Context: an optimization exercise on an open-source flow, tuned for small area, a short achievable clock period and few clock cycles. The choices shown serve that exercise and are no tape-out recipe.
Where RTL was checked, it was by simulation tests only, not by an equivalence proof against the original.

== P ==
==> flow/design.v <==
`default_nettype	none
module	div(i_clk, i_rst, i_wr, i_signed, i_numerator, i_denominator,
		o_busy, o_valid, o_err, o_quotient, o_flags);
	parameter		BW=32, LGBW = 5;
	input	wire		i_clk, i_rst;
	input	wire		i_wr, i_signed;
	input	wire [(BW-1):0]	i_numerator, i_denominator;
	output	wire		o_busy;
	output	reg		o_valid, o_err;
	output	wire [(BW-1):0]	o_quotient;
	output	wire	[3:0]	o_flags;
	reg			r_norm, r_iter, r_sign, r_dneg, r_c, r_zero;
	reg	[(BW-1):0]	r_dividend, r_divisor, r_quotient;
	reg	[(LGBW-1):0]	r_cnt, r_nlz;
	function [LGBW-1:0] clz;
		input	[BW-1:0]	v;
		integer			i;
		begin
			clz = BW-1;
			for(i=1; i<BW; i=i+1)
				if (v[i])
					clz = BW-1-i;
		end
	endfunction
	wire			n_neg, d_neg;
	wire	[(BW-1):0]	n_ones, d_ones;
	assign	n_neg = (i_signed)&&(i_numerator[BW-1]);
	assign	d_neg = (i_signed)&&(i_denominator[BW-1]);
	assign	n_ones = i_numerator ^ {(BW){n_neg}};
	assign	d_ones = i_denominator ^ {(BW){d_neg}};
	wire	[(BW-1):0]	n_lead;
	assign	n_lead = (n_neg) ? { n_ones[(BW-2):0], 1'b1 } : i_numerator;
	wire	[(LGBW-1):0]	shift;
	wire			n_small;
	assign	shift = r_cnt - r_nlz;
	assign	n_small = (r_nlz > r_cnt);
	wire	[(BW+1):0]	sum;
	wire	[(BW-1):0]	diff;
	wire			ge;
	assign	sum = { 1'b0, r_dividend, 1'b1 } + { 1'b0, ~r_divisor, !r_dneg };
	assign	diff = sum[BW:1];
	assign	ge = sum[BW+1];
	wire	zero_divisor, quick, early, last;
	assign	zero_divisor = (r_cnt == {(LGBW){1'b1}})&&(!r_divisor[0])
				&&(!r_dneg);
	assign	quick = (n_small)||(zero_divisor);
	assign	early = (quick)||(!ge);
	assign	last  = (r_cnt == 0);
	assign	o_busy = ((r_norm)&&(!quick))||((r_iter)&&(!last));
	wire	[(BW-1):0]	sh0, sh1, sh2, sh3, shifted;
	assign	sh0 = (shift[0]) ? { r_divisor[(BW-2):0], r_dneg } : r_divisor;
	assign	sh1 = (shift[1]) ? { sh0[(BW-3):0], {( 2){r_dneg}} } : sh0;
	assign	sh2 = (shift[2]) ? { sh1[(BW-5):0], {( 4){r_dneg}} } : sh1;
	assign	sh3 = (shift[3]) ? { sh2[(BW-9):0], {( 8){r_dneg}} } : sh2;
	assign	shifted = (shift[4]) ? { sh3[(BW-17):0], {(16){r_dneg}} } : sh3;
	always @(posedge i_clk)
	if (i_rst)
	begin
		r_norm  <= 1'b0;
		r_iter  <= 1'b0;
		o_valid <= 1'b0;
	end else begin
		r_norm  <= i_wr;
		r_iter  <= ((r_norm)&&(!early))||((r_iter)&&(!last));
		o_valid <= ((r_norm)&&(early))||((r_iter)&&(last));
	end
	always @(posedge i_clk)
		o_err <= (r_norm)&&(zero_divisor);
	always @(posedge i_clk)
	if (i_wr)
	begin
		r_sign <= (n_neg)^(d_neg);
		r_dneg <= d_neg;
		r_nlz  <= clz(n_lead);
	end
	always @(posedge i_clk)
	if (i_wr)
		r_dividend <= (n_neg) ? -i_numerator : i_numerator;
	else if ((ge)&&((r_iter)||((r_norm)&&(r_sign))))
		r_dividend <= diff;
	always @(posedge i_clk)
	if (i_wr)
		r_divisor <= d_ones;
	else if (r_norm)
		r_divisor <= shifted;
	else
		r_divisor <= r_divisor >> 1;
	always @(posedge i_clk)
	if (i_wr)
		r_cnt <= clz(d_ones);
	else if (r_norm)
		r_cnt <= shift[(LGBW-1):0];
	else
		r_cnt <= r_cnt - 1'b1;
	always @(posedge i_clk)
	if (r_norm)
		r_zero <= early;
	always @(posedge i_clk)
	if (r_norm)
		r_quotient <= {(BW){(r_sign)&&(!early)}};
	else
		r_quotient <= { r_quotient[(BW-2):0], (ge ^ r_sign) };
	assign	o_quotient = r_quotient;
	always @(posedge i_clk)
	if (r_norm)
		r_c <= (!r_sign)&&(r_nlz == {(LGBW){1'b1}})
				&&(!r_dividend[0]);
	else if (r_iter)
		r_c <= (r_c)||((!r_sign)&&(diff == 0));
	assign o_flags = { 1'b0, o_quotient[BW-1], r_c, r_zero };
endmodule
export LEC_CHECK = 0
export CAP_MARGIN = 20
export CORE_MARGIN = 2
export CORE_UTILIZATION = 40
export CTS_BUF_LIST = sky130_fd_sc_hd__clkbuf_8
export CTS_CLUSTER_SIZE = 30
export SETUP_SLACK_MARGIN = 1.5
export SLEW_MARGIN = 20
create_clock -name core_clock -period 5.0 [get_ports {i_clk}]
standard.sh (not shown) runs the stock make flow with config.mk's settings and CLKGATE_MAP_FILE= SYNTH_SCRIPT=/design/flow/synth_recipe.tcl, a recipe that flattens the netlist after the stock synthesis.
==> flow/flow/run.sh <==
#!/bin/bash
# Standard layout, with the smallest buffer on every input and output port.
set -euo pipefail
export BUFFER_PORTS_ARGS="-buffer_cell sky130_fd_sc_hd__buf_1"
bash standard.sh > standard.log 2>&1
Testbench counts of P, summed over its fixed seeds: cycles 22,269.
Edits applied to the flow inputs when going from P to Q:
Settings: CTS_CLUSTER_SIZE no longer set, was 30; CTS_BUF_LIST no longer set, was sky130_fd_sc_hd__clkbuf_8; CORE_UTILIZATION now 60, was 40.
==> comparison <==
- Max detailed-route wire length across Q and P: P
- Going from P to Q, global-route track usage on met3 grows by 2.8 points.
- For share of synthesized cell area in and, or, nand and nor gates, Q and P come out practically identical.
- Footprint of the multi-input gates (Q vs. P) decreases slightly
- Non-clock buffer count on Q is down relative to P.
- The global-route wire length before repair was comparable across Q and P.
## Diff of input files: R against Q
Settings: ABC_AREA newly set to 1; CORE_UTILIZATION changed from 60 to 40.
==> results.txt <==
- R vs. Q: routed wire length down 2200 µm; post-layout minimum cycle time down 430 ps; overall die height up about 20%.
- In R the number of instances in the synthesized netlist turned out 147 higher than in Q.
- R: depth of the most critical reg-to-reg path 1 below Q
- Looking at first-pass GRT wire length, R sits 6.9% below Q.
- In the metrics for Q and R, the one carrying the higher die area is R.
Setup changes, R to S
Settings: a change of SETUP_SLACK_MARGIN from 1.5 to 2.0.
--- outcome ---
Any difference in largest incremental delay on the critical path between R and S is small enough to ignore. In S the design area turned out about 14% higher than in R. As far as final count of pins violating max slew goes, S and R are indistinguishable; the numbers are identical. S against R: met2 wire length has increased, total routed wirelength has increased, final worst setup slack has increased, layout filler cell count has decreased. Per the comparison of S with R, total of plain and repair buffers excluding clock buffers grew by about 64%; cell count grew by 84.


## v27
// div: RTL as listed in full above, without the edits since
clock: 5.0 ns
lec_check: 0
abc_area: 1
cap_margin: 20
core_margin: 2
core_utilization: 40
gpl_routability_driven: 0
setup_slack_margin: 1.6
slew_margin: 20
Scripts as last shown in full above: flow/flow/run.sh
v27: no failed stages, no open violations at the end
Testbench counts of v27, summed over its fixed seeds: cycles 22,269.
diff inputs: v27 => v55
--- a/flow/config.mk
+++ b/flow/config.mk
@@ -11,4 +11,4 @@
 export CORE_UTILIZATION = 40
 export GPL_ROUTABILITY_DRIVEN = 0
-export SETUP_SLACK_MARGIN = 1.6
+export SETUP_SLACK_MARGIN = 1.5
 export SLEW_MARGIN = 20
There was hardly any difference in share of the cycle needed by the critical path after routing between v27 and v55.
Changes observed in v55 relative to v27: minimum hold slack closely matched the old numbers, worst setup slack climbed 0.0044 ns.
Summary of v55 over v27: reg-to-reg setup timing slack dropped 0.04 ns.
Comparing v55 against v27, there is no change at all in wire length of the first global-routing pass.
Modified inputs, v17 compared to v55
--- a/flow/config.mk
+++ b/flow/config.mk
@@ -9,6 +9,5 @@
 export CAP_MARGIN = 20
 export CORE_MARGIN = 2
-export CORE_UTILIZATION = 40
-export GPL_ROUTABILITY_DRIVEN = 0
+export CORE_UTILIZATION = 50
 export SETUP_SLACK_MARGIN = 1.5
 export SLEW_MARGIN = 20
[summary]
v17 ends up with a routing usage on met2 that is 8.1 points higher than in v55.
Final instance area, v17 vs v55: down slightly
Comparing fill cell instance count of the final layout for v17 and v55, the smaller number came from v17.
v17 vs. v55: timing-limited maximum frequency now smaller; transition time at the pin with the least slew margin now larger.
Changes observed in v17 relative to v55: via count has remained practically unchanged; violation count after the first detailed-routing iteration went up 36; total wire length went down by about 1.2%; worst hold slack stayed essentially flat.


div, a different RTL version from the one above (not shown whole).
For scale: roughly 120 flip-flops, ~0.011 mm2 of cells after synthesis.
Settings: LEC_CHECK=0, CAP_MARGIN=20, CORE_MARGIN=2, CORE_UTILIZATION=40, SETUP_SLACK_MARGIN=1.5, SLEW_MARGIN=20; clock period 5.0 ns.
run.sh (not shown) runs the stock make flow with config.mk's settings and CLKGATE_MAP_FILE= SYNTH_SCRIPT=/design/flow/synth_recipe.tcl, a recipe that flattens the netlist after the stock synthesis.
Stock flow here: none of the scripts above is used.
The first run finished clean.
Change:
--- a/flow/config.mk
+++ b/flow/config.mk
@@ -10,3 +10,3 @@
 export CORE_UTILIZATION = 40
-export SETUP_SLACK_MARGIN = 1.5
+export SETUP_SLACK_MARGIN = 1.0
 export SLEW_MARGIN = 20
The changed run passed the timing, DRC and antenna checks.
Area after synthesis is unchanged.
Critical path depth climbs by 3.
Cell area drops by about 4%.
Synthesized cell count does not change.
Hold slack stays flat.
Global-route usage drops by 0.57 points.
Fmax drops by about 6%.
Function was not checked in any run of this note: the RTL went through the layout flow alone.


## job 101
Another version of the RTL of div (not shown whole).
Size: ~110 flip-flops, about 110 I/O pins, about 9800 um^2 of cells after synthesis.
Design div, start of the top module:
module	div(i_clk, i_rst, i_wr, i_signed, i_numerator, i_denominator,
		o_busy, o_valid, o_err, o_quotient, o_flags);
make LEC_CHECK=0 ABC_AREA=1 CAP_MARGIN=20 CORE_MARGIN=2 CORE_UTILIZATION=40 SLEW_MARGIN=20 finish   # period 5.0 ns
Job 101 did not stop at any stage, and its layout met the timing, DRC and antenna checks.
Testbench counts of job 101, summed over its fixed seeds: cycles 21,943.
> inputs changed (job 101 -> job 102)
Settings: putting SETUP_SLACK_MARGIN at 1.5 where nothing was set; clearing ABC_AREA, which used to be 1.
### Flow results
Every run in the comparison, job 101 and job 102, completed the flow with a clean layout.
Pin count of the biggest net entering global routing (higher): job 102
Job 102 vs job 101: fmax up in job 102
Of the two values seen for dominant combinational cell family by area after synthesis, simple AND/OR/NAND/NOR gates was produced by job 101 and compound AO/OA/AOI/OAI gates by job 102.
[job 102] time the final worst path needs with I/O delays and setup fell 160 ps relative to job 101
Job 102 vs. job 101: synthesized area went down 2.8%.
For job 103, these inputs were changed with respect to job 102:
Settings: SETUP_SLACK_MARGIN: 1.5 -> 2.5.
Results
- Job 103 packs its core more tightly than job 102.
- Max cell area across job 102 and job 103: job 103
- Job 103 ends up with a relative max-transition margin that is 1.4 points lower than in job 102.
> inputs changed (job 103 -> job 104)
Settings: SETUP_SLACK_MARGIN removed (was 2.5).
Results
Total iterations of the first detailed-routing run ended up 1 higher on job 104 than on job 103.

## what the ideal ports hide
In the flow no input, the clock included, has a driving cell. The finished layouts below were timed again as built, in two steps.
Step 1, drivers: a clkbuf_16 drives i_clk and a buf_2 each remaining input, both assumed.
Step 2 times the ports against the registers' clock, not the clock port: input delays grow and output delays shrink by t, the midpoint of the rising clock arrivals with the driver on.
Three values: no drivers, after step 1, after step 2; two values: the first two.
run | t, ns | setup slack, ns | pins driven straight from the clock port
P | 0.493 | 1.294 / 1.294 / 1.294 | 1
Q | 0.473 | 1.260 / 1.260 / 1.260 | 1
R | 0.474 | 1.694 / 1.646 / 1.413 | 1
S | 0.474 | 1.721 / 1.675 / 1.355 | 1
v27 | 0.471 | 1.673 / 1.627 / 1.441 | 1
v55 | 0.469 | 1.677 / 1.631 / 1.417 | 1
v17 | 0.473 | 1.633 / 1.584 / 1.349 | 1
the first run of note 3 | 0.487 | 1.383 / 1.335 / 1.163 | 1
the second run of note 3 | 0.475 | 1.148 / 1.099 / 0.726 | 1
job 101 | 0.413 | 0.489 / 0.443 / 0.498 | 1
job 102 | 0.409 | 0.653 / 0.615 / 0.653 | 1
job 103 | 0.420 | 0.569 / 0.569 / 0.569 | 1
job 104 | 0.410 | 0.255 / 0.208 / 0.273 | 1
After both steps every run listed still meets setup and hold. For the second run of note 3, which loses most, drivers alone change the setup slack by -0.049 ns; drivers and shift together by -0.422 ns.
